What follows belongs to an exercise in optimizing a design on an open flow for small area and a short achievable clock period; a production flow would make more cautious choices.
At most, simulation tests tie the RTL to the original design; equivalence was not proved.
The RTL of run 2 was laid out without a check of its function.

==> flow/design.v, too long to show whole: its modules and the start of the top module <==
// module cpu: 853 lines
module cpu( 
    input clk,                           
    input RST,                           
    output [23:0] AB,                    
    output sync,                         
    input [7:0] DI,                      
    output reg [7:0] DO,                 
    output WE,                           
    input IRQ,                           
    input NMI,                           
    input RDY,                           
    input debug );
  // ...
==> flow/flow/run.sh <==
#!/bin/bash
# The standard ORFS layout, with the data pins placed together on one edge.
set -euo pipefail
bash standard.sh IO_CONSTRAINTS="$PWD/flow/io.tcl" finish > make_finish.log 2>&1
==> flow/flow/io.tcl <==
# keep the data pins together on the bottom edge, next to the address logic
set_io_pin_constraint -region bottom:* -pin_names {AB[0] AB[1] AB[2] AB[3] AB[4] AB[5] AB[6] AB[7] AB[8] AB[9] AB[10] AB[11] AB[12] AB[13] AB[14] AB[15] AB[16] AB[17] AB[18] AB[19] AB[20] AB[21] AB[22] AB[23] DI[0] DI[1] DI[2] DI[3] DI[4] DI[5] DI[6] DI[7] DO[0] DO[1] DO[2] DO[3] DO[4] DO[5] DO[6] DO[7] WE sync}
==> flow/standard.sh <==
#!/bin/bash
# synth_recipe.tcl (not shown) runs the flow's synth.tcl, then flattens the netlist and writes it again
# the make line also repeats each setting of config.mk as NAME=value (left out here)
make -C /OpenROAD-flow-scripts/flow DESIGN_CONFIG=/design/flow/config.mk WORK_HOME=/design/flow/orfs CLKGATE_MAP_FILE= SYNTH_SCRIPT=/design/flow/synth_recipe.tcl "${@:-finish}"
==> flow/config.mk <==
export PLATFORM = sky130hd
export DESIGN_NAME = cpu
export DESIGN_NICKNAME = cpu
export VERILOG_FILES = /design/flow/design.v
export SDC_FILE = /design/flow/constraint.sdc
export NUM_CORES = 4
export LEC_CHECK = 0
export CAP_MARGIN = 20
export CORE_MARGIN = 2
export CORE_UTILIZATION = 40
export PLACE_DENSITY = 0.6
export SETUP_SLACK_MARGIN = 4
export SLEW_MARGIN = 20
==> flow/constraint.sdc <==
create_clock -name core_clock -period 11.0 [get_ports {clk}]
set_input_delay 2.2000 -clock core_clock [delete_from_list [all_inputs] [get_ports {clk}]]
set_output_delay 2.2000 -clock core_clock [all_outputs]
set_load 0.01 [all_outputs]
==> out/qor.yml, run 1 <==
logic_synthesis:
  synthXorXnorAreaFrac: 0.0450
  synth_compound_area_frac: 0.288
  syn-cell-area_sq_mm: 0.0199
  synth_nets: 2619
  synth_top_family_by_area: "compound AO/OA/AOI/OAI gates"
  synth_mux_area_frac: 0.0239
drt:
  ant_nets: 0
critical_path:
  cp-startpoint: "DI[3]"
  end_kind: "output port"
  ff2ff_path_depth: 23
  cp_data_arrival_time_ns: 5.07
finish:
  bufAreaShareNonClock: 0.0745
  antenna_cells: 0
  seq_share: 0.244
  multiInputGateArea_sq_mm: 0.0137
  non_clock_buffer_count: 200
grt:
  grt_pass1_wl_mm: 118
  met2_usage: 0.474
clocking:
  path_clk_slew_ns: 0.06
timing:
  setup_slack_ns: 3.73
outcome:
  status: "finished clean"
placement:
  place.gp.congestion: 0.993
==> module cpu, before the edit <==
module cpu( 
    input clk,                           
    input RST,                           
    output [23:0] AB,                    
    output sync,                         
    input [7:0] DI,                      
    output reg [7:0] DO,                 
    output WE,                           
    input IRQ,                           
    input NMI,                           
    input RDY,                           
    input debug );                       
 parameter
    SYNC  = 6'd0,
    IMM0  = 6'd1,
    PHA0  = 6'd2,
    PLA0  = 6'd3,
    ZPG0  = 6'd4,
    DATA  = 6'd5,
    ABS0  = 6'd6,
    ABS1  = 6'd7,
    BRA0  = 6'd8,
    JSR0  = 6'd9,
    JSR1  = 6'd10,
    JSR2  = 6'd11,
    RTS0  = 6'd12,
    RTS1  = 6'd13,
    RTS2  = 6'd14,
    JMP0  = 6'd15,
    JMP1  = 6'd16,
    IDX0  = 6'd17,
    IDX1  = 6'd18,
    IDX2  = 6'd19,
    BRK0  = 6'd20,
    BRK1  = 6'd21,
    BRK2  = 6'd22,
    BRK3  = 6'd23,
    RTI0  = 6'd24,
    IND0  = 6'd25,
    IND1  = 6'd26,
    ZPW0  = 6'd27,
    ABW0  = 6'd28,
    ABW1  = 6'd29,
    RMW0  = 6'd30,
    RMW1  = 6'd31,
    BRK4  = 6'd32,
    JMPW  = 6'd33,
    INDW  = 6'd34,
    ABSW  = 6'd35,
    ABWW  = 6'd36,
    JSRW  = 6'd37,
    JSRH  = 6'd38,
    JSRL  = 6'd39,
    JSR3  = 6'd40,
    JSR4  = 6'd41,
    RTSW  = 6'd42,
    IMMR  = 6'd43,
    ABSR  = 6'd44,
    ZPGR  = 6'd45,
    IDXR  = 6'd46,
    PHAR  = 6'd47,
    PHAS  = 6'd48,
    PLAR  = 6'd49;
parameter
    NOP   = 2'b00,
    LDA   = 2'b01,
    STA   = 2'b10,
    RMW   = 2'b11;
parameter
    DST__ = 2'b00,
    DST_X = 2'b01,
    DST_Y = 2'b10,
    DST_A = 2'b11;
parameter
    SRC__ = 2'b00,
    SRC_Z = 2'b00,
    SRC_X = 2'b01,
    SRC_Y = 2'b10,
    SRC_A = 2'b11;
parameter
    SEL_Z = 2'b00,
    SEL_X = 2'b01,
    SEL_Y = 2'b10,
    SEL_A = 2'b11;
parameter
    FLAG____ = 2'b00,
    FLAG_ADD = 2'b01,
    FLAG_CMP = 2'b10,
    FLAG_BIT = 2'b11;
parameter
    IZ = SEL_Z,
    IX = SEL_X,
    IY = SEL_Y;
parameter
    IDX___ = 2'b00,      
    IDX_X_ = 2'b01,      
    IDX__Y = 2'b10,      
    IDX_XY = 2'b11;      
parameter  
    ALU_____ = 9'b00_000_00_00,
    ALU_REG  = 9'b00_000_00_00,  
    ALU_INCA = 9'b00_000_00_01,  
    ALU_DECA = 9'b00_000_10_00,  
    ALU_LDA  = 9'b00_001_00_00,  
    ALU_INCM = 9'b00_001_00_01,  
    ALU_DECM = 9'b00_001_10_00,  
    ALU_ADC  = 9'b00_000_01_10,  
    ALU_CMP  = 9'b00_000_11_01,  
    ALU_SBC  = 9'b00_000_11_10,  
    ALU_ORA  = 9'b00_100_00_00,  
    ALU_AND  = 9'b00_101_00_00,  
    ALU_EOR  = 9'b00_110_00_00,  
    ALU_TSX  = 9'b00_111_00_00,  
    ALU_PLA  = 9'b01_000_00_00,  
    ALU_ASLA = 9'b10_000_00_00,  
    ALU_ROLA = 9'b10_000_00_11,  
    ALU_LSRA = 9'b11_000_00_00,  
    ALU_RORA = 9'b11_000_00_11,  
    ALU_ASLM = 9'b10_001_00_00,  
    ALU_ROLM = 9'b10_001_00_11,  
    ALU_LSRM = 9'b11_001_00_00,  
    ALU_RORM = 9'b11_001_00_11;  
parameter
    AB_ZPGX = 11'b00_1_00_100_11_0,   
    AB_ABSX = 11'b10_1_00_010_01_0,   
    AB_PUSH = 11'b01_0_00_000_00_0,   
    AB_PULL = 11'b01_0_00_000_00_1,   
    AB_HOLD = 11'b10_0_00_011_00_0,   
    AB_NEXT = 11'b10_0_00_011_00_1,   
    AB_INCR = 11'b10_1_00_011_00_1,   
    AB_OPER = 11'b00_0_01_001_00_0,   
    AB_FWRD = 11'b10_0_01_001_10_0,   
    AB_JMP1 = 11'b10_0_01_010_00_1,   
    AB_JMP0 = 11'b10_0_01_010_01_0,   
    AB_BACK = 11'b11_0_01_001_10_0,   
    AB_NMIV = 11'b01_0_10_000_00_0,   
    AB_IRQV = 11'b01_0_11_000_00_0;   
parameter
    WE___ = 2'b00,                   
    WE_1_ = 2'b01,                   
    WE_ST = 2'b10;                   
parameter
    DR___ = 1'b0,                    
    DR_DI = 1'b1;                    
parameter
    DO____ = 3'b000,
    DO_ALU = 3'b000,
    DO_PCL = 3'b001,
    DO_PCH = 3'b010,
    DO_PHP = 3'b011,
    DO_PC3 = 3'b100;
parameter
    S____  = 2'b00,
    S_INC  = 2'b01,
    S_DEC  = 2'b10;
parameter
    AB_16  = 2'b00,
    AB_24  = 2'b01,
    AB_32  = 2'b10,
    AB_48  = 2'b11;
parameter
    R_08  = 2'b00,
    R_16  = 2'b01,
    R_24  = 2'b10,
    R_32  = 2'b11;
function [24:0] dec;
    input [7:0] op;
    input p0;
    case( op )
         8'h6D: dec = { FLAG_ADD, LDA, SRC_A, DST_A, ALU_ADC , IZ, (p0) ? ABSW : ABS0 };  
         8'h7D: dec = { FLAG_ADD, LDA, SRC_A, DST_A, ALU_ADC , IX, (p0) ? ABSW : ABS0 };  
         8'h79: dec = { FLAG_ADD, LDA, SRC_A, DST_A, ALU_ADC , IY, (p0) ? ABSW : ABS0 };  
         8'h69: dec = { FLAG_ADD, LDA, SRC_A, DST_A, ALU_ADC , IZ, IMM0 };  
         8'h65: dec = { FLAG_ADD, LDA, SRC_A, DST_A, ALU_ADC , IZ, ZPG0 };  
         8'h72: dec = { FLAG_ADD, LDA, SRC_A, DST_A, ALU_ADC , IZ, IDX0 };  
         8'h61: dec = { FLAG_ADD, LDA, SRC_A, DST_A, ALU_ADC , IX, IDX0 };  
         8'h75: dec = { FLAG_ADD, LDA, SRC_A, DST_A, ALU_ADC , IX, ZPG0 };  
         8'h71: dec = { FLAG_ADD, LDA, SRC_A, DST_A, ALU_ADC , IY, IDX0 };  
         8'hED: dec = { FLAG_ADD, LDA, SRC_A, DST_A, ALU_SBC , IZ, (p0) ? ABSW : ABS0 };  
         8'hFD: dec = { FLAG_ADD, LDA, SRC_A, DST_A, ALU_SBC , IX, (p0) ? ABSW : ABS0 };  
         8'hF9: dec = { FLAG_ADD, LDA, SRC_A, DST_A, ALU_SBC , IY, (p0) ? ABSW : ABS0 };  
         8'hE9: dec = { FLAG_ADD, LDA, SRC_A, DST_A, ALU_SBC , IZ, IMM0 };  
         8'hE5: dec = { FLAG_ADD, LDA, SRC_A, DST_A, ALU_SBC , IZ, ZPG0 };  
         8'hF2: dec = { FLAG_ADD, LDA, SRC_A, DST_A, ALU_SBC , IZ, IDX0 };  
         8'hE1: dec = { FLAG_ADD, LDA, SRC_A, DST_A, ALU_SBC , IX, IDX0 };  
         8'hF5: dec = { FLAG_ADD, LDA, SRC_A, DST_A, ALU_SBC , IX, ZPG0 };  
         8'hF1: dec = { FLAG_ADD, LDA, SRC_A, DST_A, ALU_SBC , IY, IDX0 };  
         8'h2D: dec = { FLAG____, LDA, SRC_A, DST_A, ALU_AND , IZ, (p0) ? ABSW : ABS0 };  
         8'h3D: dec = { FLAG____, LDA, SRC_A, DST_A, ALU_AND , IX, (p0) ? ABSW : ABS0 };  
         8'h39: dec = { FLAG____, LDA, SRC_A, DST_A, ALU_AND , IY, (p0) ? ABSW : ABS0 };  
         8'h29: dec = { FLAG____, LDA, SRC_A, DST_A, ALU_AND , IZ, IMM0 };  
         8'h25: dec = { FLAG____, LDA, SRC_A, DST_A, ALU_AND , IZ, ZPG0 };  
         8'h32: dec = { FLAG____, LDA, SRC_A, DST_A, ALU_AND , IZ, IDX0 };  
         8'h21: dec = { FLAG____, LDA, SRC_A, DST_A, ALU_AND , IX, IDX0 };  
         8'h35: dec = { FLAG____, LDA, SRC_A, DST_A, ALU_AND , IX, ZPG0 };  
         8'h31: dec = { FLAG____, LDA, SRC_A, DST_A, ALU_AND , IY, IDX0 };  
         8'h0D: dec = { FLAG____, LDA, SRC_A, DST_A, ALU_ORA , IZ, (p0) ? ABSW : ABS0 };  
         8'h1D: dec = { FLAG____, LDA, SRC_A, DST_A, ALU_ORA , IX, (p0) ? ABSW : ABS0 };  
         8'h19: dec = { FLAG____, LDA, SRC_A, DST_A, ALU_ORA , IY, (p0) ? ABSW : ABS0 };  
         8'h09: dec = { FLAG____, LDA, SRC_A, DST_A, ALU_ORA , IZ, IMM0 };  
         8'h05: dec = { FLAG____, LDA, SRC_A, DST_A, ALU_ORA , IZ, ZPG0 };  
         8'h12: dec = { FLAG____, LDA, SRC_A, DST_A, ALU_ORA , IZ, IDX0 };  
         8'h01: dec = { FLAG____, LDA, SRC_A, DST_A, ALU_ORA , IX, IDX0 };  
         8'h15: dec = { FLAG____, LDA, SRC_A, DST_A, ALU_ORA , IX, ZPG0 };  
         8'h11: dec = { FLAG____, LDA, SRC_A, DST_A, ALU_ORA , IY, IDX0 };  
         8'hAD: dec = { FLAG____, LDA, SRC_A, DST_A, ALU_LDA , IZ, (p0) ? ABSW : ABS0 };  
         8'hBD: dec = { FLAG____, LDA, SRC_A, DST_A, ALU_LDA , IX, (p0) ? ABSW : ABS0 };  
         8'hB9: dec = { FLAG____, LDA, SRC_A, DST_A, ALU_LDA , IY, (p0) ? ABSW : ABS0 };  
         8'hA9: dec = { FLAG____, LDA, SRC_A, DST_A, ALU_LDA , IZ, IMM0 };  
         8'hA5: dec = { FLAG____, LDA, SRC_A, DST_A, ALU_LDA , IZ, ZPG0 };  
         8'hB2: dec = { FLAG____, LDA, SRC_A, DST_A, ALU_LDA , IZ, IDX0 };  
         8'hA1: dec = { FLAG____, LDA, SRC_A, DST_A, ALU_LDA , IX, IDX0 };  
         8'hB5: dec = { FLAG____, LDA, SRC_A, DST_A, ALU_LDA , IX, ZPG0 };  
         8'hB1: dec = { FLAG____, LDA, SRC_A, DST_A, ALU_LDA , IY, IDX0 };  
         8'hCD: dec = { FLAG_CMP, NOP, SRC_A, DST__, ALU_CMP , IZ, (p0) ? ABSW : ABS0 };  
         8'hDD: dec = { FLAG_CMP, NOP, SRC_A, DST__, ALU_CMP , IX, (p0) ? ABSW : ABS0 };  
         8'hD9: dec = { FLAG_CMP, NOP, SRC_A, DST__, ALU_CMP , IY, (p0) ? ABSW : ABS0 };  
         8'hC9: dec = { FLAG_CMP, NOP, SRC_A, DST__, ALU_CMP , IZ, IMM0 };  
         8'hC5: dec = { FLAG_CMP, NOP, SRC_A, DST__, ALU_CMP , IZ, ZPG0 };  
         8'hD2: dec = { FLAG_CMP, NOP, SRC_A, DST__, ALU_CMP , IZ, IDX0 };  
         8'hC1: dec = { FLAG_CMP, NOP, SRC_A, DST__, ALU_CMP , IX, IDX0 };  
         8'hD5: dec = { FLAG_CMP, NOP, SRC_A, DST__, ALU_CMP , IX, ZPG0 };  
         8'hD1: dec = { FLAG_CMP, NOP, SRC_A, DST__, ALU_CMP , IY, IDX0 };  
         8'h4D: dec = { FLAG____, LDA, SRC_A, DST_A, ALU_EOR , IZ, (p0) ? ABSW : ABS0 };  
         8'h5D: dec = { FLAG____, LDA, SRC_A, DST_A, ALU_EOR , IX, (p0) ? ABSW : ABS0 };  
         8'h59: dec = { FLAG____, LDA, SRC_A, DST_A, ALU_EOR , IY, (p0) ? ABSW : ABS0 };  
         8'h49: dec = { FLAG____, LDA, SRC_A, DST_A, ALU_EOR , IZ, IMM0 };  
         8'h45: dec = { FLAG____, LDA, SRC_A, DST_A, ALU_EOR , IZ, ZPG0 };  
         8'h52: dec = { FLAG____, LDA, SRC_A, DST_A, ALU_EOR , IZ, IDX0 };  
         8'h41: dec = { FLAG____, LDA, SRC_A, DST_A, ALU_EOR , IX, IDX0 };  
         8'h55: dec = { FLAG____, LDA, SRC_A, DST_A, ALU_EOR , IX, ZPG0 };  
         8'h51: dec = { FLAG____, LDA, SRC_A, DST_A, ALU_EOR , IY, IDX0 };  
         8'h8D: dec = { FLAG____, STA, SRC_A, DST__, ALU_REG , IZ, (p0) ? ABSW : ABS0 };  
         8'h9D: dec = { FLAG____, STA, SRC_A, DST__, ALU_REG , IX, (p0) ? ABSW : ABS0 };  
         8'h99: dec = { FLAG____, STA, SRC_A, DST__, ALU_REG , IY, (p0) ? ABSW : ABS0 };  
         8'h85: dec = { FLAG____, STA, SRC_A, DST__, ALU_REG , IZ, ZPG0 };  
         8'h92: dec = { FLAG____, STA, SRC_A, DST__, ALU_REG , IZ, IDX0 };  
         8'h81: dec = { FLAG____, STA, SRC_A, DST__, ALU_REG , IX, IDX0 };  
         8'h95: dec = { FLAG____, STA, SRC_A, DST__, ALU_REG , IX, ZPG0 };  
         8'h91: dec = { FLAG____, STA, SRC_A, DST__, ALU_REG , IY, IDX0 };  
         8'h0A: dec = { FLAG____, LDA, SRC_A, DST_A, ALU_ASLA, IZ, SYNC };  
         8'h4A: dec = { FLAG____, LDA, SRC_A, DST_A, ALU_LSRA, IZ, SYNC };  
         8'h2A: dec = { FLAG____, LDA, SRC_A, DST_A, ALU_ROLA, IZ, SYNC };  
         8'h6A: dec = { FLAG____, LDA, SRC_A, DST_A, ALU_RORA, IZ, SYNC };  
         8'h0E: dec = { FLAG____, RMW, SRC__, DST__, ALU_ASLM, IZ, (p0) ? ABWW : ABW0 };  
         8'h1E: dec = { FLAG____, RMW, SRC__, DST__, ALU_ASLM, IX, (p0) ? ABWW : ABW0 };  
         8'h06: dec = { FLAG____, RMW, SRC__, DST__, ALU_ASLM, IZ, ZPW0 };  
         8'h16: dec = { FLAG____, RMW, SRC__, DST__, ALU_ASLM, IX, ZPW0 };  
         8'h4E: dec = { FLAG____, RMW, SRC__, DST__, ALU_LSRM, IZ, (p0) ? ABWW : ABW0 };  
         8'h5E: dec = { FLAG____, RMW, SRC__, DST__, ALU_LSRM, IX, (p0) ? ABWW : ABW0 };  
         8'h46: dec = { FLAG____, RMW, SRC__, DST__, ALU_LSRM, IZ, ZPW0 };  
         8'h56: dec = { FLAG____, RMW, SRC__, DST__, ALU_LSRM, IX, ZPW0 };  
         8'h2E: dec = { FLAG____, RMW, SRC__, DST__, ALU_ROLM, IZ, (p0) ? ABWW : ABW0 };  
         8'h3E: dec = { FLAG____, RMW, SRC__, DST__, ALU_ROLM, IX, (p0) ? ABWW : ABW0 };  
         8'h26: dec = { FLAG____, RMW, SRC__, DST__, ALU_ROLM, IZ, ZPW0 };  
         8'h36: dec = { FLAG____, RMW, SRC__, DST__, ALU_ROLM, IX, ZPW0 };  
         8'h6E: dec = { FLAG____, RMW, SRC__, DST__, ALU_RORM, IZ, (p0) ? ABWW : ABW0 };  
         8'h7E: dec = { FLAG____, RMW, SRC__, DST__, ALU_RORM, IX, (p0) ? ABWW : ABW0 };  
         8'h66: dec = { FLAG____, RMW, SRC__, DST__, ALU_RORM, IZ, ZPW0 };  
         8'h76: dec = { FLAG____, RMW, SRC__, DST__, ALU_RORM, IX, ZPW0 };  
         8'h90: dec = { FLAG____, NOP, SRC__, DST__, ALU_____, IZ, BRA0 };  
         8'hB0: dec = { FLAG____, NOP, SRC__, DST__, ALU_____, IZ, BRA0 };  
         8'hF0: dec = { FLAG____, NOP, SRC__, DST__, ALU_____, IZ, BRA0 };  
         8'h30: dec = { FLAG____, NOP, SRC__, DST__, ALU_____, IZ, BRA0 };  
         8'hD0: dec = { FLAG____, NOP, SRC__, DST__, ALU_____, IZ, BRA0 };  
         8'h10: dec = { FLAG____, NOP, SRC__, DST__, ALU_____, IZ, BRA0 };  
         8'h80: dec = { FLAG____, NOP, SRC__, DST__, ALU_____, IZ, BRA0 };  
         8'h50: dec = { FLAG____, NOP, SRC__, DST__, ALU_____, IZ, BRA0 };  
         8'h70: dec = { FLAG____, NOP, SRC__, DST__, ALU_____, IZ, BRA0 };  
         8'h2C: dec = { FLAG_BIT, NOP, SRC_A, DST__, ALU_AND , IZ, (p0) ? ABSW : ABS0 };  
         8'h3C: dec = { FLAG_BIT, NOP, SRC_A, DST__, ALU_AND , IX, (p0) ? ABSW : ABS0 };  
         8'h89: dec = { FLAG_BIT, NOP, SRC_A, DST__, ALU_AND , IZ, IMM0 };  
         8'h24: dec = { FLAG_BIT, NOP, SRC_A, DST__, ALU_AND , IZ, ZPG0 };  
         8'h34: dec = { FLAG_BIT, NOP, SRC_A, DST__, ALU_AND , IX, ZPG0 };  
         8'h18: dec = { FLAG____, NOP, SRC__, DST__, ALU_____, IZ, SYNC };  
         8'hD8: dec = { FLAG____, NOP, SRC__, DST__, ALU_____, IZ, SYNC };  
         8'h58: dec = { FLAG____, NOP, SRC__, DST__, ALU_____, IZ, SYNC };  
         8'hB8: dec = { FLAG____, NOP, SRC__, DST__, ALU_____, IZ, SYNC };  
         8'h38: dec = { FLAG____, NOP, SRC__, DST__, ALU_____, IZ, SYNC };  
         8'hF8: dec = { FLAG____, NOP, SRC__, DST__, ALU_____, IZ, SYNC };  
         8'h78: dec = { FLAG____, NOP, SRC__, DST__, ALU_____, IZ, SYNC };  
         8'hEA: dec = { FLAG____, NOP, SRC__, DST__, ALU_____, IZ, SYNC };  
         8'hEC: dec = { FLAG_CMP, NOP, SRC_X, DST__, ALU_CMP , IZ, (p0) ? ABSW : ABS0 };  
         8'hE0: dec = { FLAG_CMP, NOP, SRC_X, DST__, ALU_CMP , IZ, IMM0 };  
         8'hE4: dec = { FLAG_CMP, NOP, SRC_X, DST__, ALU_CMP , IZ, ZPG0 };  
         8'hCC: dec = { FLAG_CMP, NOP, SRC_Y, DST__, ALU_CMP , IZ, (p0) ? ABSW : ABS0 };  
         8'hC0: dec = { FLAG_CMP, NOP, SRC_Y, DST__, ALU_CMP , IZ, IMM0 };  
         8'hC4: dec = { FLAG_CMP, NOP, SRC_Y, DST__, ALU_CMP , IZ, ZPG0 };  
         8'hCE: dec = { FLAG____, RMW, SRC__, DST__, ALU_DECM, IZ, (p0) ? ABWW : ABW0 };  
         8'hDE: dec = { FLAG____, RMW, SRC__, DST__, ALU_DECM, IX, (p0) ? ABWW : ABW0 };  
         8'hC6: dec = { FLAG____, RMW, SRC__, DST__, ALU_DECM, IZ, ZPW0 };  
         8'hD6: dec = { FLAG____, RMW, SRC__, DST__, ALU_DECM, IX, ZPW0 };  
         8'hEE: dec = { FLAG____, RMW, SRC__, DST__, ALU_INCM, IZ, (p0) ? ABWW : ABW0 };  
         8'hFE: dec = { FLAG____, RMW, SRC__, DST__, ALU_INCM, IX, (p0) ? ABWW : ABW0 };  
         8'hE6: dec = { FLAG____, RMW, SRC__, DST__, ALU_INCM, IZ, ZPW0 };  
         8'hF6: dec = { FLAG____, RMW, SRC__, DST__, ALU_INCM, IX, ZPW0 };  
         8'h3A: dec = { FLAG____, LDA, SRC_A, DST_A, ALU_DECA, IZ, SYNC };  
         8'hCA: dec = { FLAG____, LDA, SRC_X, DST_X, ALU_DECA, IZ, SYNC };  
         8'h88: dec = { FLAG____, LDA, SRC_Y, DST_Y, ALU_DECA, IZ, SYNC };  
         8'h1A: dec = { FLAG____, LDA, SRC_A, DST_A, ALU_INCA, IZ, SYNC };  
         8'hE8: dec = { FLAG____, LDA, SRC_X, DST_X, ALU_INCA, IZ, SYNC };  
         8'hC8: dec = { FLAG____, LDA, SRC_Y, DST_Y, ALU_INCA, IZ, SYNC };  
         8'hAA: dec = { FLAG____, LDA, SRC_A, DST_X, ALU_REG , IZ, SYNC };  
         8'hA8: dec = { FLAG____, LDA, SRC_A, DST_Y, ALU_REG , IZ, SYNC };  
         8'hBA: dec = { FLAG____, LDA, SRC__, DST_X, ALU_TSX , IZ, SYNC };  
         8'h8A: dec = { FLAG____, LDA, SRC_X, DST_A, ALU_REG , IZ, SYNC };  
         8'h9A: dec = { FLAG____, NOP, SRC_X, DST__, ALU_REG , IZ, SYNC };  
         8'h98: dec = { FLAG____, LDA, SRC_Y, DST_A, ALU_REG , IZ, SYNC };  
         8'h00: dec = { FLAG____, NOP, SRC__, DST__, ALU_____, IZ, BRK0 };  
         8'h4C: dec = { FLAG____, NOP, SRC__, DST__, ALU_____, IZ, (p0) ? JMPW : JMP0 };  
         8'h6C: dec = { FLAG____, NOP, SRC__, DST__, ALU_____, IZ, (p0) ? INDW : IND0 };  
         8'h7C: dec = { FLAG____, NOP, SRC__, DST__, ALU_____, IX, (p0) ? INDW : IND0 };  
         8'h20: dec = { FLAG____, NOP, SRC__, DST__, ALU_____, IZ, (p0) ? JSRW : JSR0 };  
         8'h40: dec = { FLAG____, NOP, SRC__, DST__, ALU_____, IZ, RTI0 };  
         8'h60: dec = { FLAG____, NOP, SRC__, DST__, ALU_____, IZ, RTS0 };  
         8'hAE: dec = { FLAG____, LDA, SRC__, DST_X, ALU_LDA , IZ, (p0) ? ABSW : ABS0 };  
         8'hBE: dec = { FLAG____, LDA, SRC__, DST_X, ALU_LDA , IY, (p0) ? ABSW : ABS0 };  
         8'hA2: dec = { FLAG____, LDA, SRC__, DST_X, ALU_LDA , IZ, IMM0 };  
         8'hA6: dec = { FLAG____, LDA, SRC__, DST_X, ALU_LDA , IZ, ZPG0 };  
         8'hB6: dec = { FLAG____, LDA, SRC__, DST_X, ALU_LDA , IY, ZPG0 };  
         8'hAC: dec = { FLAG____, LDA, SRC__, DST_Y, ALU_LDA , IZ, (p0) ? ABSW : ABS0 };  
         8'hBC: dec = { FLAG____, LDA, SRC__, DST_Y, ALU_LDA , IX, (p0) ? ABSW : ABS0 };  
         8'hA0: dec = { FLAG____, LDA, SRC__, DST_Y, ALU_LDA , IZ, IMM0 };  
         8'hA4: dec = { FLAG____, LDA, SRC__, DST_Y, ALU_LDA , IZ, ZPG0 };  
         8'hB4: dec = { FLAG____, LDA, SRC__, DST_Y, ALU_LDA , IX, ZPG0 };  
         8'h48: dec = { FLAG____, NOP, SRC_A, DST__, ALU_REG , IZ, PHA0 };  
         8'hDA: dec = { FLAG____, NOP, SRC_X, DST__, ALU_REG , IZ, PHA0 };  
         8'h5A: dec = { FLAG____, NOP, SRC_Y, DST__, ALU_REG , IZ, PHA0 };  
         8'h68: dec = { FLAG____, LDA, SRC__, DST_A, ALU_PLA , IZ, PLA0 };  
         8'hFA: dec = { FLAG____, LDA, SRC__, DST_X, ALU_PLA , IZ, PLA0 };  
         8'h7A: dec = { FLAG____, LDA, SRC__, DST_Y, ALU_PLA , IZ, PLA0 };  
         8'h08: dec = { FLAG____, NOP, SRC__, DST__, ALU_REG , IZ, PHA0 };  
         8'h28: dec = { FLAG____, NOP, SRC__, DST__, ALU_____, IZ, PLA0 };  
         8'h8E: dec = { FLAG____, STA, SRC_X, DST__, ALU_REG , IZ, (p0) ? ABSW : ABS0 };  
         8'h86: dec = { FLAG____, STA, SRC_X, DST__, ALU_REG , IZ, ZPG0 };  
         8'h96: dec = { FLAG____, STA, SRC_X, DST__, ALU_REG , IY, ZPG0 };  
         8'h8C: dec = { FLAG____, STA, SRC_Y, DST__, ALU_REG , IZ, (p0) ? ABSW : ABS0 };  
         8'h84: dec = { FLAG____, STA, SRC_Y, DST__, ALU_REG , IZ, ZPG0 };  
         8'h94: dec = { FLAG____, STA, SRC_Y, DST__, ALU_REG , IX, ZPG0 };  
         8'h9C: dec = { FLAG____, STA, SRC_Z, DST__, ALU_REG , IZ, (p0) ? ABSW : ABS0 };  
         8'h9E: dec = { FLAG____, STA, SRC_Z, DST__, ALU_REG , IX, (p0) ? ABSW : ABS0 };  
         8'h64: dec = { FLAG____, STA, SRC_Z, DST__, ALU_REG , IZ, ZPG0 };  
         8'h74: dec = { FLAG____, STA, SRC_Z, DST__, ALU_REG , IX, ZPG0 };  
         8'h0F: dec = { FLAG____, NOP, SRC__, DST__, ALU_____, IZ, SYNC };  
         8'h1F: dec = { FLAG____, NOP, SRC__, DST__, ALU_____, IZ, SYNC };  
         8'h4F: dec = { FLAG____, NOP, SRC__, DST__, ALU_____, IZ, SYNC };  
         8'h8F: dec = { FLAG____, NOP, SRC__, DST__, ALU_____, IZ, SYNC };  
         8'h5F: dec = { FLAG____, NOP, SRC__, DST__, ALU_____, IZ, SYNC };  
         8'h9F: dec = { FLAG____, NOP, SRC__, DST__, ALU_____, IZ, SYNC };  
         8'h1C: dec = { 21'b00_00_00_00_00_000000000_00, (p0) ? ABSW : ABS0 };  
         8'h14: dec = { 21'b00_00_00_00_00_000000000_00, ZPG0 };  
         8'h0C: dec = { 21'b00_00_00_00_00_000000000_00, (p0) ? ABSW : ABS0 };  
         8'h04: dec = { 21'b00_00_00_00_00_000000000_00, ZPG0 };  
       default: dec = { 19'b0, IZ, SYNC };
    endcase
endfunction
function [20:0] busop;
    input [5:0] st;
    input r;                             
    input c;                             
    input d7;                            
    case( st )
        ABSW:                    busop = { S____, IDX___, DO____, DR_DI, WE___, AB_OPER };
        ABS0:                    busop = { S____, IDX___, DO____, DR_DI, WE___, AB_OPER };
        ABS1:                    busop = { S____, IDX_XY, DO_ALU, DR___, WE_ST, AB_ABSX };
        ABSR:                    busop = { S____, IDX_XY, DO_ALU, DR_DI, WE_ST, AB_INCR };
        ABWW:                    busop = { S____, IDX___, DO____, DR_DI, WE___, AB_OPER };
        ABW0:                    busop = { S____, IDX___, DO____, DR_DI, WE___, AB_OPER };
        ABW1:                    busop = { S____, IDX_XY, DO____, DR___, WE___, AB_ABSX };
        BRA0: if( c & d7 ) busop = { S____, IDX___, DO____, DR___, WE___, AB_BACK };
             else if( c )    busop = { S____, IDX___, DO____, DR___, WE___, AB_FWRD };
             else               busop = { S____, IDX___, DO____, DR___, WE___, AB_OPER };
        BRK0:                    busop = { S_DEC, IDX___, DO_PCH, DR___, WE_1_, AB_PUSH };
        BRK1:                    busop = { S_DEC, IDX___, DO_PCL, DR___, WE_1_, AB_PUSH };
        BRK2:                    busop = { S_DEC, IDX___, DO_PHP, DR___, WE_1_, AB_IRQV };
        BRK3:                    busop = { S____, IDX___, DO____, DR_DI, WE___, AB_OPER };
        BRK4:                    busop = { S____, IDX___, DO____, DR___, WE___, AB_OPER };
        DATA:                    busop = { S____, IDX___, DO____, DR_DI, WE___, AB_OPER };
        IDX0:                    busop = { S____, IDX_X_, DO____, DR_DI, WE___, AB_ZPGX };
        IDX1:                    busop = { S____, IDX___, DO____, DR_DI, WE___, AB_NEXT };
        IDX2:                    busop = { S____, IDX__Y, DO_ALU, DR___, WE_ST, AB_ABSX };
        IDXR:                    busop = { S____, IDX__Y, DO_ALU, DR_DI, WE_ST, AB_INCR };
        IMM0:                    busop = { S____, IDX___, DO____, DR_DI, WE___, AB_OPER };
        IMMR:                    busop = { S____, IDX___, DO____, DR_DI, WE___, AB_OPER };
        INDW:                    busop = { S____, IDX___, DO____, DR_DI, WE___, AB_OPER };
        IND0:                    busop = { S____, IDX___, DO____, DR_DI, WE___, AB_OPER };
        IND1:                    busop = { S____, IDX_X_, DO____, DR___, WE___, AB_JMP0 };
        JMPW:                    busop = { S____, IDX___, DO____, DR_DI, WE___, AB_OPER };
        JMP0:                    busop = { S____, IDX___, DO____, DR_DI, WE___, AB_OPER };
        JMP1:                    busop = { S____, IDX___, DO____, DR___, WE___, AB_JMP0 };
        JSRW:                    busop = { S_DEC, IDX___, DO_PC3, DR_DI, WE_1_, AB_PUSH };
        JSRH:                    busop = { S_DEC, IDX___, DO_PCH, DR___, WE_1_, AB_PUSH };
        JSR3:                    busop = { S____, IDX___, DO____, DR___, WE___, AB_OPER };
        JSR4:                    busop = { S____, IDX___, DO____, DR___, WE___, AB_OPER };
        JSRL:                    busop = { S_DEC, IDX___, DO_PCL, DR_DI, WE_1_, AB_PUSH };
        JSR0:                    busop = { S_DEC, IDX___, DO_PCH, DR_DI, WE_1_, AB_PUSH };
        JSR1:                    busop = { S_DEC, IDX___, DO_PCL, DR___, WE_1_, AB_PUSH };
        JSR2:                    busop = { S____, IDX___, DO____, DR___, WE___, AB_OPER };
        PHA0:                    busop = { S_DEC, IDX___, DO_PHP, DR___, WE_1_, AB_PUSH };
        PHAR:                    busop = { S_DEC, IDX___, DO_PHP, DR___, WE_1_, AB_PUSH };
        PHAS:                    busop = { S____, IDX___, DO____, DR___, WE___, AB_OPER };
        PLA0:                    busop = { S_INC, IDX___, DO____, DR_DI, WE___, AB_PULL };
        PLAR:                    busop = { S_INC, IDX___, DO____, DR_DI, WE___, AB_PULL };
        RMW0:                    busop = { S____, IDX___, DO____, DR_DI, WE___, AB_OPER };
        RMW1:                    busop = { S____, IDX___, DO_ALU, DR___, WE_1_, AB_HOLD };
        RTI0:                    busop = { S_INC, IDX___, DO____, DR___, WE___, AB_PULL };
        RTS0:                    busop = { S_INC, IDX___, DO____, DR___, WE___, AB_PULL };
        RTS1:                    busop = { S_INC, IDX___, DO____, DR_DI, WE___, AB_PULL };
        RTSW:                    busop = { S_INC, IDX___, DO____, DR_DI, WE___, AB_PULL };
        RTS2: if( r )          busop = { S____, IDX___, DO____, DR___, WE___, AB_JMP0 };
             else               busop = { S____, IDX___, DO____, DR___, WE___, AB_JMP1 };
        SYNC:                    busop = { S____, IDX___, DO____, DR___, WE___, AB_OPER };
        ZPG0:                    busop = { S____, IDX_XY, DO_ALU, DR___, WE_ST, AB_ZPGX };
        ZPGR:                    busop = { S____, IDX_XY, DO_ALU, DR_DI, WE_ST, AB_INCR };
        ZPW0:                    busop = { S____, IDX_XY, DO____, DR___, WE___, AB_ZPGX };
       default:                 busop = { S____, IDX___, DO____, DR___, WE___, AB_OPER };           
    endcase
endfunction
function [8:0] padd8;                    
    input [7:0] a;
    input [7:0] b;
    input c;
    reg [8:0] G, P, Gn, Pn;
    integer i, l;
    begin
        G = { a & b, c };
        P = { a ^ b, 1'b0 };
        for( l = 1; l < 9; l = l * 2 ) begin
            Gn = G;
            Pn = P;
            for( i = l; i < 9; i = i + 1 ) begin
                Gn[i] = G[i] | (P[i] & G[i - l]);
                Pn[i] = P[i] & P[i - l];
            end
            G = Gn;
            P = Pn;
        end
        padd8 = { G[8], (a ^ b) ^ G[7:0] };
    end
endfunction
function [23:0] allones;                 
    input [23:0] x;
    reg [23:0] P, Pn;
    integer i, l;
    begin
        P = { x[22:0], 1'b1 };
        for( l = 1; l < 24; l = l * 2 ) begin
            Pn = P;
            for( i = l; i < 24; i = i + 1 )
                Pn[i] = P[i] & P[i - l];
            P = Pn;
        end
        allones = P;
    end
endfunction
reg [23:0] PC;                           
reg [23:0] ab_hold;                      
reg [7:0] D4;                            
reg [7:0] D3;                            
reg [7:0] DR;                            
wire [7:0] IR;                           
reg [7:0] OP;                            
reg [2:0] PREFIX;                        
reg ABWDTH;                              
reg [1:0] RWDTH;                         
reg [1:0] RBYTES;                        
reg N, V, D, I, Z, C;                    
wire [7:0] P = { N, V, 1'b1, 1'b1, D, I, Z, C };
reg [23:0] XR, YR, AR;                   
reg [15:0] S;                            
reg [5:0] state;
reg [5:0] next_state;
assign sync = (state == SYNC);
reg [8:0] DIHOLD;
always @(posedge clk)
    case( state )
        PLA0: DIHOLD <= {1'b1, DI[7:0]};
        PHA0: DIHOLD <= {1'b1, DI[7:0]};
        RMW1: DIHOLD <= {1'b1, DI[7:0]};
     default: DIHOLD <= {1'b0, DI[7:0]};
    endcase
assign IR = DIHOLD[8] ? DIHOLD[7:0] : DI[7:0];
wire [7:0] OP_next = sync ? IR : OP;
always @(posedge clk)
    OP <= OP_next;
wire [24:0] op_dec = dec( OP, PREFIX[0] );      
wire [18:0] control = op_dec[24:6];
wire [1:0] ins_type = control[18:17];
wire adc_sbc = (ins_type == FLAG_ADD);
wire cmp     = (ins_type == FLAG_CMP);
wire bit_isn = (ins_type == FLAG_BIT);
wire store = control[16];
wire load = control[15];
wire [1:0] reg_dst = control[12:11];
wire [8:0] alu_op = control[10:2];
wire shift = alu_op[8];
wire clc = (OP == 8'h18);
wire sec = (OP == 8'h38);
wire cld = (OP == 8'hD8);
wire sed = (OP == 8'hF8);
wire cli = (OP == 8'h58);
wire sei = (OP == 8'h78);
wire rti = (OP == 8'h40);
wire clv = (OP == 8'hB8);
wire php = (OP == 8'h08) || (OP == 8'h00);
wire plp = (OP == 8'h28);
wire txs = (OP == 8'h9A);
wire variation = (OP == 8'h0F);
reg cond;
always @*
    casez( OP[7:4] )
        4'b000?: cond = ~N;
        4'b001?: cond =  N;
        4'b010?: cond = ~V;
        4'b011?: cond =  V;
        4'b1000: cond =  1;
        4'b1001: cond = ~C;
        4'b101?: cond =  C;
        4'b110?: cond = ~Z;
        4'b111?: cond =  Z;
    endcase
wire [20:0] bus_op = busop( state, rti, cond, DI[7] );
wire [10:0] ab_op = bus_op[10:0];
wire [1:0] we_op = bus_op[12:11];
wire dr_di = bus_op[13];
wire [2:0] do_op = bus_op[16:14];
wire pull = bus_op[19];
wire push = bus_op[20];
wire [24:0] ir_dec = dec( IR, PREFIX[0] );
wire [5:0] init_state = ir_dec[5:0];
always @* begin
    next_state = state;
    if( RST )
        next_state = BRK4;
    else case( state )
        SYNC:  next_state = init_state;
        ABSW:  next_state = ABS0;
        ABS0:  next_state = ABS1;
        ABS1:  if (RBYTES == 0) next_state = DATA;
               else next_state = ABSR;
        ABSR:  if (RBYTES == 0) next_state = DATA;
        ABWW:  next_state = ABWW;
        ABW0:  next_state = ABW1;
        ABW1:  next_state = RMW0;
        BRA0:  next_state = SYNC;
        BRK0:  next_state = BRK1;
        BRK1:  next_state = BRK2;
        BRK2:  next_state = BRK3;
        BRK3:  next_state = JMP0;
        BRK4:  next_state = BRK3;
        DATA:  next_state = SYNC;
        IDX0:  next_state = IDX1;
        IDX1:  next_state = IDX2;
        IDX2:  if (RBYTES == 0) next_state = DATA;
               else next_state = IDXR;
        IDXR:  if (RBYTES == 0) next_state = DATA;
        IMM0:  if (RBYTES == 0) next_state = SYNC;
               else next_state = IMMR;
        IMMR:  if (RBYTES == 0) next_state = SYNC;
        INDW:  next_state = IND0;
        IND0:  next_state = IND1;
        IND1:  next_state = (ABWDTH == 1'b0) ? JMP0 : JMPW;
        JMPW:  next_state = JMP0;
        JMP0:  next_state = JMP1;
        JMP1:  next_state = SYNC;
        JSRW:  next_state = JSRH;
        JSRH:  next_state = JSR3;
        JSR3:  next_state = JSRL;
        JSRL:  next_state = JSR4;
        JSR4:  next_state = JMP1;
        JSR0:  next_state = JSR1;
        JSR1:  next_state = JSR2;
        JSR2:  next_state = JMP1;
        PHA0:  if (RBYTES == 0) next_state = SYNC;
               else next_state = PHAR;
        PHAR:  if (RBYTES == 0) next_state = PHAS;
        PHAS:  next_state = SYNC;
        PLA0:  if (RBYTES == 0) next_state = SYNC;
               else next_state = PLAR;
        PLAR:  if (RBYTES == 0) next_state = SYNC;
        RMW0:  next_state = RMW1;
        RMW1:  next_state = SYNC;
        RTI0:  next_state = RTS0;
        RTS0:  next_state = (ABWDTH == 1'b0) ? RTS1 : RTSW;
        RTSW:  next_state = RTS1;
        RTS1:  next_state = RTS2;
        RTS2:  next_state = SYNC;
        ZPG0:  if (RBYTES == 0) next_state = DATA;
               else next_state = ZPGR;
        ZPGR:  if (RBYTES == 0) next_state = DATA;
        ZPW0:  next_state = RMW0;
        default:  next_state = SYNC;
    endcase
end
reg count;
always @*
    case( state )
        ABS1, ABSR, IDX2, IDXR, IMM0, IMMR, PHA0, PHAR, PLA0, PLAR, ZPG0, ZPGR:
            count = 1'b1;
        default:
            count = 1'b0;
    endcase
always @(posedge clk)
    state <= next_state;
always @(posedge clk)
    if( RST ) begin
        ABWDTH <= 1'b1;
        RWDTH <= R_08;
        RBYTES <= R_08;
        PREFIX <= { R_08, 1'b1 };
    end
    else begin
        if( sync ) begin
            ABWDTH <= PREFIX[0];
            RWDTH <= PREFIX[2:1];
            RBYTES <= PREFIX[2:1];
            if (IR[3:0] == 4'hF)
                PREFIX <= { IR[7:6], IR[4] };
            else if (IR == 8'h40) begin
                ABWDTH <= 1'b1;
                RWDTH <= R_08;
                PREFIX <= { R_08, 1'b1 };
            end
            else
                PREFIX <= { R_08, 1'b0 };
        end
        if( count && RBYTES != 0 )
            RBYTES <= RBYTES - 1'b1;
    end
wire [24:0] nop_dec = dec( OP_next, PREFIX[0] );
wire [20:0] nbus_op = busop( next_state, OP_next == 8'h40, 1'b0, 1'b0 );
wire nABWDTH = RST ? 1'b1 : (sync ? ((IR == 8'h40) ? 1'b1 : PREFIX[0]) : ABWDTH);
wire [1:0] nidx = nop_dec[7:6] & nbus_op[18:17];
reg bs_S, bs_PC, bs_D24, bs_D16, bs_H;   
reg [1:0] ab_x;                          
reg [1:0] ab_h;                          
reg ab_ci;
reg ab_bra;                              
reg ix_X, ix_Y;                          
reg src_X, src_Y, src_A;                 
always @(posedge clk) begin
    bs_S   <= ~nbus_op[5] & (nbus_op[4:3] == 2'b00);
    bs_PC  <= ~nbus_op[5] & (nbus_op[4:3] == 2'b01);
    bs_D24 <= ~nbus_op[5] & (nbus_op[4:3] == 2'b10) & nABWDTH;
    bs_D16 <= ~nbus_op[5] & (nbus_op[4:3] == 2'b10) & ~nABWDTH;
    bs_H   <= ~nbus_op[5] & (nbus_op[4:3] == 2'b11);
    ab_x   <= nbus_op[2:1];
    ab_h   <= nbus_op[10:9];
    ab_ci  <= nbus_op[0];
    ab_bra <= (next_state == BRA0);
    ix_X   <= (nidx == SEL_X);
    ix_Y   <= (nidx == SEL_Y);
    src_X  <= (nop_dec[20:19] == SEL_X);
    src_Y  <= (nop_dec[20:19] == SEL_Y);
    src_A  <= (nop_dec[20:19] == SEL_A);
end
wire [23:0] R = ({24{src_X}} & XR) | ({24{src_Y}} & YR) | ({24{src_A}} & AR);
wire [8:0] XY = ({9{ix_X}} & XR[8:0]) | ({9{ix_Y}} & YR[8:0]);
reg [23:0] R_IN;
reg [23:0] MEM;
reg [23:0] alu_ai;
reg [23:0] alu_bi;
reg alu_ci;
reg alu_si;
reg [23:0] alu_out;
reg alu_C, alu_N, alu_V;
wire alu_Z = (alu_out == 24'h000000);
always @* begin
    case( RWDTH )
        R_08: R_IN = { 16'h0000, R[7:0] };
        R_16: R_IN = { 8'h00, R[15:0] };
        default: R_IN = R;
    endcase
    case( RWDTH )
        R_24: MEM = { DR, D3, D4 };
        R_16: MEM = { 8'h00, DR, D3 };
        default: MEM = { 8'h00, 8'h00, DR };
    endcase
    casez( alu_op[6:4] )
        3'b0?0: alu_ai = R_IN;
        3'b0?1: alu_ai = MEM;
        3'b100: alu_ai = R_IN | MEM;
        3'b101: alu_ai = R_IN & MEM;
        3'b110: alu_ai = R_IN ^ MEM;
        3'b111: alu_ai = { 8'h00, S };
    endcase
    case( alu_op[3:2] )
        2'b00: alu_bi = 24'h000000;
        2'b01: alu_bi = MEM;
        2'b10: alu_bi = 24'hffffff;
        2'b11: alu_bi = ~MEM;
    endcase
    case( alu_op[1:0] )
        2'b01: alu_ci = 1'b1;
        2'b10: alu_ci = C;
        default: alu_ci = 1'b0;
    endcase
    {alu_C, alu_out} = alu_ai + alu_bi + alu_ci;
    alu_si = C & alu_op[0];
    if( alu_op[8] )
        if( alu_op[7] )
            {alu_out, alu_C} = {alu_si, alu_out};
        else
            {alu_C, alu_out} = {alu_out, alu_si};
    else if( alu_op[7] )
        alu_out = { 16'h0000, DI };
    alu_N = (RWDTH == R_24) ? alu_out[23] : (RWDTH == R_16) ? alu_out[15] : alu_out[7];
    alu_V = (RWDTH == R_24) ? (alu_ai[23] ^ alu_bi[23] ^ alu_C ^ alu_N) :
            (RWDTH == R_16) ? (alu_ai[15] ^ alu_bi[15] ^ alu_C ^ alu_N) :
                              (alu_ai[7]  ^ alu_bi[7]  ^ alu_C ^ alu_N);
end
wire reg_we = load & ~store & sync;
always @(posedge clk)
    if( reg_we && reg_dst == SEL_X )
        XR <= alu_out;
always @(posedge clk)
    if( reg_we && reg_dst == SEL_Y )
        YR <= alu_out;
always @(posedge clk)
    if( reg_we && reg_dst == SEL_A )
        AR <= alu_out;
    else if( variation )                 
        AR <= {16'h6502, R_16, AB_24, 4'h0};
always @(posedge clk)
    if( txs )       S <= R[15:0];
    else if( push ) S <= S - 1'b1;
    else if( pull ) S <= S + 1'b1;
wire [23:0] base = ({24{bs_S}} & { 8'h00, S })
                 | ({24{bs_PC}} & PC)
                 | ({24{bs_D24}} & { DI, DR, D3 })
                 | ({24{bs_D16}} & { 8'h00, DI, DR })
                 | ({24{bs_H}} & ab_hold);
wire [1:0] x_op = ab_bra ? { cond, 1'b0 } : ab_x;
wire [1:0] h_op = ab_bra ? { cond, cond & DI[7] } : ab_h;
wire [7:0] abl_a = (x_op == 2'b11) ? XY[7:0] : base[7:0];
wire [7:0] abl_b = ((x_op == 2'b01) ? XY[7:0] : 8'h00) | (x_op[1] ? DI : 8'h00);
wire [8:0] abl_sum = padd8( abl_a, abl_b, ab_ci );
wire abl_co = abl_sum[8] ^ (x_op[0] & XY[8]);
wire [15:0] abh_base = base[23:8];
wire abh_down = (h_op == 2'b11);
wire [23:0] abh_run = allones( { 8'h00, abh_base ^ {16{abh_down}} } );
wire abh_flip = h_op[0] ^ (h_op[1] & abl_co);
wire [15:0] abh = abh_base ^ ({16{abh_flip}} & abh_run[15:0]);
assign AB = { abh, abl_sum[7:0] };
always @(posedge clk)
    if( ab_op[8] )
        ab_hold <= AB;
always @(posedge clk)
    if( RST )
        PC <= 24'hfffffa;
    else case( ab_op[7:6] )
        2'b01: PC <= AB + 1'b1;
        2'b10: PC <= 24'hfffff7;
        2'b11: PC <= 24'hfffffd;
      default:;
    endcase
assign WE = we_op[0] | (we_op[1] & store);
always @(posedge clk)
    if( dr_di ) begin
        D4 <= D3;
        D3 <= DR;
        DR <= DI;
    end
function [7:0] bytesel;
    input [23:0] x;
    input [1:0] w;
    input [1:0] n;
    if( w == R_08 ) bytesel = x[7:0];
    else if( w == R_16 ) bytesel = (n == 2'd1) ? x[7:0] : x[15:8];
    else bytesel = (n == 2'd2) ? x[7:0] : (n == 2'd1) ? x[15:8] : x[23:16];
endfunction
reg [8:0] rmw_in;
always @*
    case( RWDTH )
        R_16: rmw_in = { DR[0], D3 };
        R_24: rmw_in = { D3[0], D4 };
        default: rmw_in = { 1'b0, DR };
    endcase
wire rmw_si = C & alu_op[0];
wire [7:0] rmw_sum = rmw_in[7:0] + ((alu_op[3:2] == 2'b10) ? 8'hff : 8'h00) + (alu_op[1:0] == 2'b01);
reg [7:0] rmw_lo;                        
reg [7:0] rmw_hi;                        
always @* begin
    if( alu_op[8] ) begin
        rmw_lo = alu_op[7] ? rmw_in[8:1] : { rmw_in[6:0], rmw_si };
        rmw_hi = alu_op[7] ? { rmw_si, 7'h00 } : 8'h00;
    end
    else begin
        rmw_lo = rmw_sum;
        rmw_hi = ((alu_op[3:2] == 2'b10) && (alu_op[1:0] != 2'b01) && (DR == 8'h00)) ? 8'hff : 8'h00;
    end
end
wire [7:0] do_reg = bytesel( R, RWDTH, RBYTES );
wire [7:0] do_rmw = (RWDTH == R_32) ? rmw_hi : rmw_lo;
always @*
    case( do_op )
        DO_PCL: DO = PC[7:0];
        DO_PCH: DO = PC[15:8];
        DO_PC3: DO = PC[23:16];
        DO_PHP: DO = php ? P : do_reg;
        default: DO = (state == RMW1) ? do_rmw : do_reg;
    endcase
always @(posedge clk)
    case( state )
        RTS0: if( rti )                         N <= DI[7];
        SYNC: if( plp )                         N <= DI[7];
              else if( bit_isn )                N <= DI[7];
              else if( load | cmp )             N <= alu_N;
     default:;
    endcase
always @(posedge clk)
    case( state )
        RTS0: if( rti )                         V <= DI[6];
        SYNC: if( plp )                         V <= DI[6];
              else if( clv )                    V <= 0;
              else if( bit_isn )                V <= DI[6];
              else if( adc_sbc )                V <= alu_V;
     default:;
    endcase
always @(posedge clk)
    case( state )
        RTS0: if( rti )                         D <= DI[3];
        SYNC: if( plp )                         D <= DI[3];
              else if( cld )                    D <= 0;
              else if( sed )                    D <= 1;
     default:;
    endcase
always @(posedge clk)
    case( state )
        BRK4:                                   I <= 1;
        RTS0: if( rti )                         I <= DI[2];
        SYNC: if( plp )                         I <= DI[2]; 
              else if( cli )                    I <= 0;
              else if( sei )                    I <= 1;
     default:;
    endcase
always @(posedge clk)
    case( state )
        RTS0: if( rti )                         Z <= DI[1];
        SYNC: if( plp )                         Z <= DI[1]; 
              else if( load | cmp | bit_isn )   Z <= alu_Z;
     default:;
    endcase
always @(posedge clk)
    case( state )
        RTS0: if( rti )                         C <= DI[0];
        SYNC: if( plp )                         C <= DI[0];
              else if( clc )                    C <= 0;
              else if( sec )                    C <= 1;
              else if( cmp | shift | adc_sbc )  C <= alu_C;
     default:;
    endcase
endmodule
==> inputs of run 2 (changes only) <==
--- a/flow/design.v
+++ b/flow/design.v
@@ -874,10 +874,16 @@
         AR <= alu_out;
     else if( variation )                 
         AR <= {16'h6502, R_16, AB_24, 4'h0};
+reg [15:0] s_run;
+integer si;
+always @* begin
+    s_run[0] = 1'b1;
+    for( si = 1; si < 16; si = si + 1 )
+        s_run[si] = s_run[si - 1] & (S[si - 1] ^ push);
+end
 always @(posedge clk)
-    if( txs )       S <= R[15:0];
-    else if( push ) S <= S - 1'b1;
-    else if( pull ) S <= S + 1'b1;
+    if( txs )              S <= R[15:0];
+    else if( push | pull ) S <= S ^ s_run;
 wire [23:0] base = ({24{bs_S}} & { 8'h00, S })
                  | ({24{bs_PC}} & PC)
                  | ({24{bs_D24}} & { DI, DR, D3 })
@@ -929,20 +935,19 @@
         R_24: rmw_in = { D3[0], D4 };
         default: rmw_in = { 1'b0, DR };
     endcase
-wire rmw_si = C & alu_op[0];
-wire [7:0] rmw_sum = rmw_in[7:0] + ((alu_op[3:2] == 2'b10) ? 8'hff : 8'h00) + (alu_op[1:0] == 2'b01);
+wire [7:0] rmw_inc = rmw_in[7:0] + 8'h01;
+wire [7:0] rmw_dec = rmw_in[7:0] - 8'h01;
 reg [7:0] rmw_lo;                        
 reg [7:0] rmw_hi;                        
-always @* begin
-    if( alu_op[8] ) begin
-        rmw_lo = alu_op[7] ? rmw_in[8:1] : { rmw_in[6:0], rmw_si };
-        rmw_hi = alu_op[7] ? { rmw_si, 7'h00 } : 8'h00;
-    end
-    else begin
-        rmw_lo = rmw_sum;
-        rmw_hi = ((alu_op[3:2] == 2'b10) && (alu_op[1:0] != 2'b01) && (DR == 8'h00)) ? 8'hff : 8'h00;
-    end
-end
+always @*
+    case( OP[7:5] )
+        3'b000:  begin rmw_lo = { rmw_in[6:0], 1'b0 }; rmw_hi = 8'h00; end      
+        3'b001:  begin rmw_lo = { rmw_in[6:0], C };    rmw_hi = 8'h00; end      
+        3'b010:  begin rmw_lo = rmw_in[8:1];           rmw_hi = 8'h00; end      
+        3'b011:  begin rmw_lo = rmw_in[8:1];           rmw_hi = { C, 7'h00 }; end   
+        3'b110:  begin rmw_lo = rmw_dec;               rmw_hi = (DR == 8'h00) ? 8'hff : 8'h00; end   
+        default: begin rmw_lo = rmw_inc;               rmw_hi = 8'h00; end      
+    endcase
 wire [7:0] do_reg = bytesel( R, RWDTH, RBYTES );
 wire [7:0] do_rmw = (RWDTH == R_32) ? rmw_hi : rmw_lo;
 always @*
==> flow/run.sh (new file) <==
#!/bin/bash
# synth_recipe.tcl (not shown) runs the flow's synth.tcl, then flattens the netlist and writes it again
# the make line also repeats each setting of config.mk as NAME=value (left out here)
make -C /OpenROAD-flow-scripts/flow DESIGN_CONFIG=/design/flow/config.mk WORK_HOME=/design/flow/orfs CLKGATE_MAP_FILE= SYNTH_SCRIPT=/design/flow/synth_recipe.tcl finish
--- a/flow/config.mk
+++ b/flow/config.mk
@@ -5,9 +5,11 @@
 export SDC_FILE = /design/flow/constraint.sdc
 export NUM_CORES = 4
 export LEC_CHECK = 0
+export ABC_AREA = 1
 export CAP_MARGIN = 20
 export CORE_MARGIN = 2
 export CORE_UTILIZATION = 40
+export CTS_BUF_LIST = sky130_fd_sc_hd__clkbuf_8
 export PLACE_DENSITY = 0.6
 export SETUP_SLACK_MARGIN = 4
 export SLEW_MARGIN = 20
removed: flow/flow/run.sh
removed: flow/flow/io.tcl
removed: flow/standard.sh
==> run 2 against run 1 <==
Compared with the run above: global-route usage grew 0.60 points; area after synthesis grew 0.79%; first-iteration DRC count shrank 8.5%; non-clock buffer count shrank 39; critical path type is now in -> reg; highest routed layer unchanged.
==> out/qor.yml, run 2 <==
outcome:
  status: "finished clean"  # unchanged
logic_synthesis:
  synth_top_area_frac: 0.213  # was 0.215
  yosys_warnings: 1  # unchanged
  yosysSeqAreaShare: 0.284  # was 0.286
  yosysTopAreaCell: "edfxtp_1"  # unchanged
  synth_compound_area_frac: 0.178  # was 0.288
  syn_area_per_cell_sq_um: 6.50  # was 7.98 sq um
  ys_types: 71  # was 98
  synth_fa_ha_area_frac: 0.0633  # was 0.0747
  synth-simple-area-share: 0.345  # was 0.227
  synth_top_family_by_area: "simple AND/OR/NAND/NOR gates"  # was compound AO/OA/AOI/OAI gates
  synthXorXnorAreaFrac: 0.0250  # was 0.0450
  synth-edff-count: 142  # unchanged
  syn_inst: 3083  # was 2490
  synth_most_common_cell: "nand2_1"  # was nor2_1
  synth_nets: 3196  # was 2619
  synth_area_leaders: "edfxtp_1 21%, nand2_1 15%, inv_1 7.4%, dfxtp_1 7.1%, nor2_1 6.0%"  # was edfxtp_1 21%, dfxtp_1 7.2%, ha_1 6.9%, nor2_1 5.0%, nand2_1 5.0%
  ys_async_sr_fraction: 0  # unchanged
  syn-cell-area_sq_mm: 0.0200  # was 0.0199 sq mm
  synth_mux_area_frac: 0.000999  # was 0.0239
  synth_common_cells: "818 x nand2_1, 397 x inv_1, 320 x nor2_1"  # was 267 x nor2_1, 264 x nand2_1, 151 x a21oi_1
  ys_ff_latch: 213  # unchanged
  synth_ff_type: "edfxtp_1"  # unchanged
drt:
  dr.pass1.iters: 6  # was 8
  drt_iter0_drc: 2505  # was 2739
  viasPerCell: 5.76  # was 6.54
  drc_errors: 0  # unchanged
  wire_per_inst_um: 21.2  # was 24.5 um
  vias: 22500  # was 21200
  ant_nets: 0  # unchanged
  routed_wl_mm: 82.8  # was 79.5 mm
grt:
  antenna_found_initial: 1  # was 2
  grt_max_degree: 39  # was 53
  grt_use_total: 0.305  # was 0.299
  grt.overflow.total: 0  # unchanged
  grt_pass1_wl_mm: 124  # was 118 mm
  grt_pass1_vias: 20900  # was 19300
hold_path:
  min_to: "PC[15]"  # was RBYTES[1]
  hold_depth: 2  # unchanged
  min_from: "PC[15]"  # was RBYTES[1]
  hold_path.class: "reg -> reg"  # unchanged
finish:
  final-seq-area_sq_mm: 0.00570  # about the same
  instances_no_fill: 3906  # was 3238
  mostFrequentLayoutCells: "799 x nand2_1, 397 x inv_1, 312 x nor2_1"  # was 261 x nor2_1, 256 x nand2_1, 142 x edfxtp_1, 142 x a21oi_1, 135 x o21ai_0
  drive_above_1_share: 0.122  # was 0.151
  post-route-util: 0.467  # was 0.478
  fill_cells: 5199  # was 4730
  multiInputGateArea_sq_mm: 0.0128  # was 0.0137 sq mm
  final_nets: 3313  # was 2683
  mostFrequentLayoutCell: "nand2_1"  # was nor2_1
  design_area_sq_mm: 0.0232  # was 0.0234 sq mm
  area_delta_synth_final_pct: 15.9  # was 17.7%
placement:
  hpwlAfterDp_mm: 62.9  # was 56.4 mm
  place.gp.congestion: 0.985  # was 0.993
  io_buffers: 43  # unchanged
  dp_cells: 3733  # was 3098
  dpl-instance-area_sq_mm: 0.0211  # about the same
timing:
  relSlewSlack: 0.377  # was 0.154
  setup_viol: 0  # unchanged
  min_period_over_period: 0.637  # was 0.661
  rsz0062_at_grt: "true"  # unchanged
  tns_ns: 0  # unchanged
  tightestPinTransition_ns: 0.931  # was 1.27 ns
  hold_viol: 0  # unchanged
  skew_ns: 0.0369  # was 0.0326 ns
  period_minus_slack_ns: 7.01  # was 7.27 ns
  report.final.slew_viol_count: 0  # unchanged
  timing.fmax_mhz: 143  # was 138 MHz
clocking:
  cts_sinks: 213  # unchanged
  cts_tree: "yes"  # unchanged
  cts.path.max_buffers: 3  # unchanged
  cts.hold.buffers_added: 0  # unchanged
  insertion_delay_ns: 0.63  # was 0.58 ns
  htree_num_levels: 2  # was 1
  cts_made_buffers: 41  # was 26
  path_clk_slew_ns: 0.06  # about the same
  root_buffer: "clkbuf_8"  # was clkbuf_16
critical_path:
  crit_family: "buffers and inverters"  # was compound AO/OA/AOI/OAI gates
  worstPathRequired_ns: 11.50  # was 8.80 ns
  worst-path-buf-inv: 26  # was 6
  regToRegSetupSlack_ns: 4.10  # was 4.27 ns
  cp_data_arrival_time_ns: 7.51  # was 5.07 ns
  path_common_cell: "buf_4"  # was buf_6
  slowest_delay_ns: 0.23  # was 0.37 ns
  rr_endpoint: "PC[23]"  # was Z
  end_kind: "flip-flop"  # was output port
  crit_slowest_cell: "ha_4"  # was nor4_4
  start_kind: "primary input"  # unchanged
  path_max_fanout: 5  # unchanged
  r2r_start: "OP[7]"  # unchanged
  ff2ff_path_depth: 51  # was 23
  critPathKind: "in -> reg"  # was in -> out
floorplan:
  die_h_um: 228  # was 227 um
  rows: 82  # was 81
  die-area_sq_mm: 0.0519  # was 0.0515 sq mm
  initial_core_util: 0.403  # was 0.406
  core-area_sq_mm: 0.0498  # was 0.0490 sq mm
  die_x_um: 228  # was 227 um
  num_io_pins: 48  # unchanged
flow_run:
  max-cap-violations: 0  # unchanged
[run 2: changes by cell type after synthesis, sizes merged, moves of 24 or more]
cell / previous run / this run
xnor2: 73 / 10
inv: 118 / 430
a22oi: 70 / 3
o21ai: 149 / 241
nand2: 267 / 842
nor2: 267 / 353
nand3: 58 / 248
nand4: 21 / 51
mux2i: 26 / 2
nor2b: 31 / 0
a222oi: 45 / 0
or3: 24 / 0
clkbuf: 121 / 58
nand2b: 31 / 0
[run 2: how the worst max path moves through the flow]
stage	startpoint	end	slack (ns)	cells after the start
after floorplan	DI[5]	AB[23]	4.41	16
after global placement	DI[7]	AB[23]	2.01	18
after detailed placement	DI[7]	AB[23]	1.97	18
after CTS	DI[3]	PC[23]	3.95	49
after global routing	OP[7]	PC[23]	3.78	51
final	DI[5]	PC[23]	3.99	44
[run 2: cell type report]
cell class	count	share of cell area
flip-flops and latches	213	0.246
inverters	435	0.0733
repair inverters	1	0.000216
clock buffers	46	0.0273
repair buffers	161	0.0597
diodes	1	0.000108
clock inverters	30	0.00824
multi-input cells	2347	0.549
well taps	672	0.0362
[run 2: cells by family (layout without fill, tap and decap cells)]
kind of cell / after synthesis / in the layout
other cells: 0 / 1
compound gates: 593 / 593
flops: 213 / 213
simple gates: 1595 / 1596
fa+ha+maj: 99 / 99
buf+inv: 526 / 673
xor+xnor: 55 / 57
mux: 2 / 2
[run 2: routing by layer]
layer,wire [um],global-route usage,vias up
met4,4190,0.145,0
met1,35400,0.412,10600
met5,0,0,-
met2,36300,0.475,1068
li1,-,-,10600
met3,6970,0.0515,214
[run 2: timing repair]
action | in CTS | in global routing
buffers inserted | 58 | 34
gates resized for setup | 131 | 104
endpoints found under the setup margin | 68 | 35
cloned | 3 | 1
pin swaps | 20 | 34
[run 2: worst min-delay path, cell delays in order, from the launching register on]
cell,delay (ns)
dfxtp_1,0.33
nand2_1,0.05
nand3_1,0.07
[run 2: stage by stage]
step	worst slack [ns]	hold WS (ns)
floorplan	4.41	0.442
global placement	2.01	0.460
detailed placement	1.97	0.462
CTS	3.95	0.481
global route	3.78	0.509
finish	3.99	0.486

-- separate check: timing with driven ports --
How much do the figures lean on ideal ports? The routed layouts below were timed once more, with nothing changed but the port constraints. Step 1: set_driving_cell puts a clkbuf_16 on clk and a buf_2 on each other input, an assumption about the parent block. Step 2 adds t to the input delays and takes it off the output delays; t is the mean of the earliest and latest rising clock arrival at the registers after step 1. Input paths then give back, and output paths get back, about the clock's delay inside the block. Slacks: no drivers / after step 1 / after step 2; pairs: no drivers / after step 1.
run	shift t [ns]	setup WS [ns]	worst data-port slew with drivers (ns)
run 1	0.625	3.734 / 3.703 / 3.703	0.06
run 2	0.655	3.988 / 3.969 / 3.313	0.11
After both steps every run listed still meets setup and hold. For run 2, which loses most, drivers alone change the setup slack by -0.019 ns; drivers and shift together by -0.675 ns.
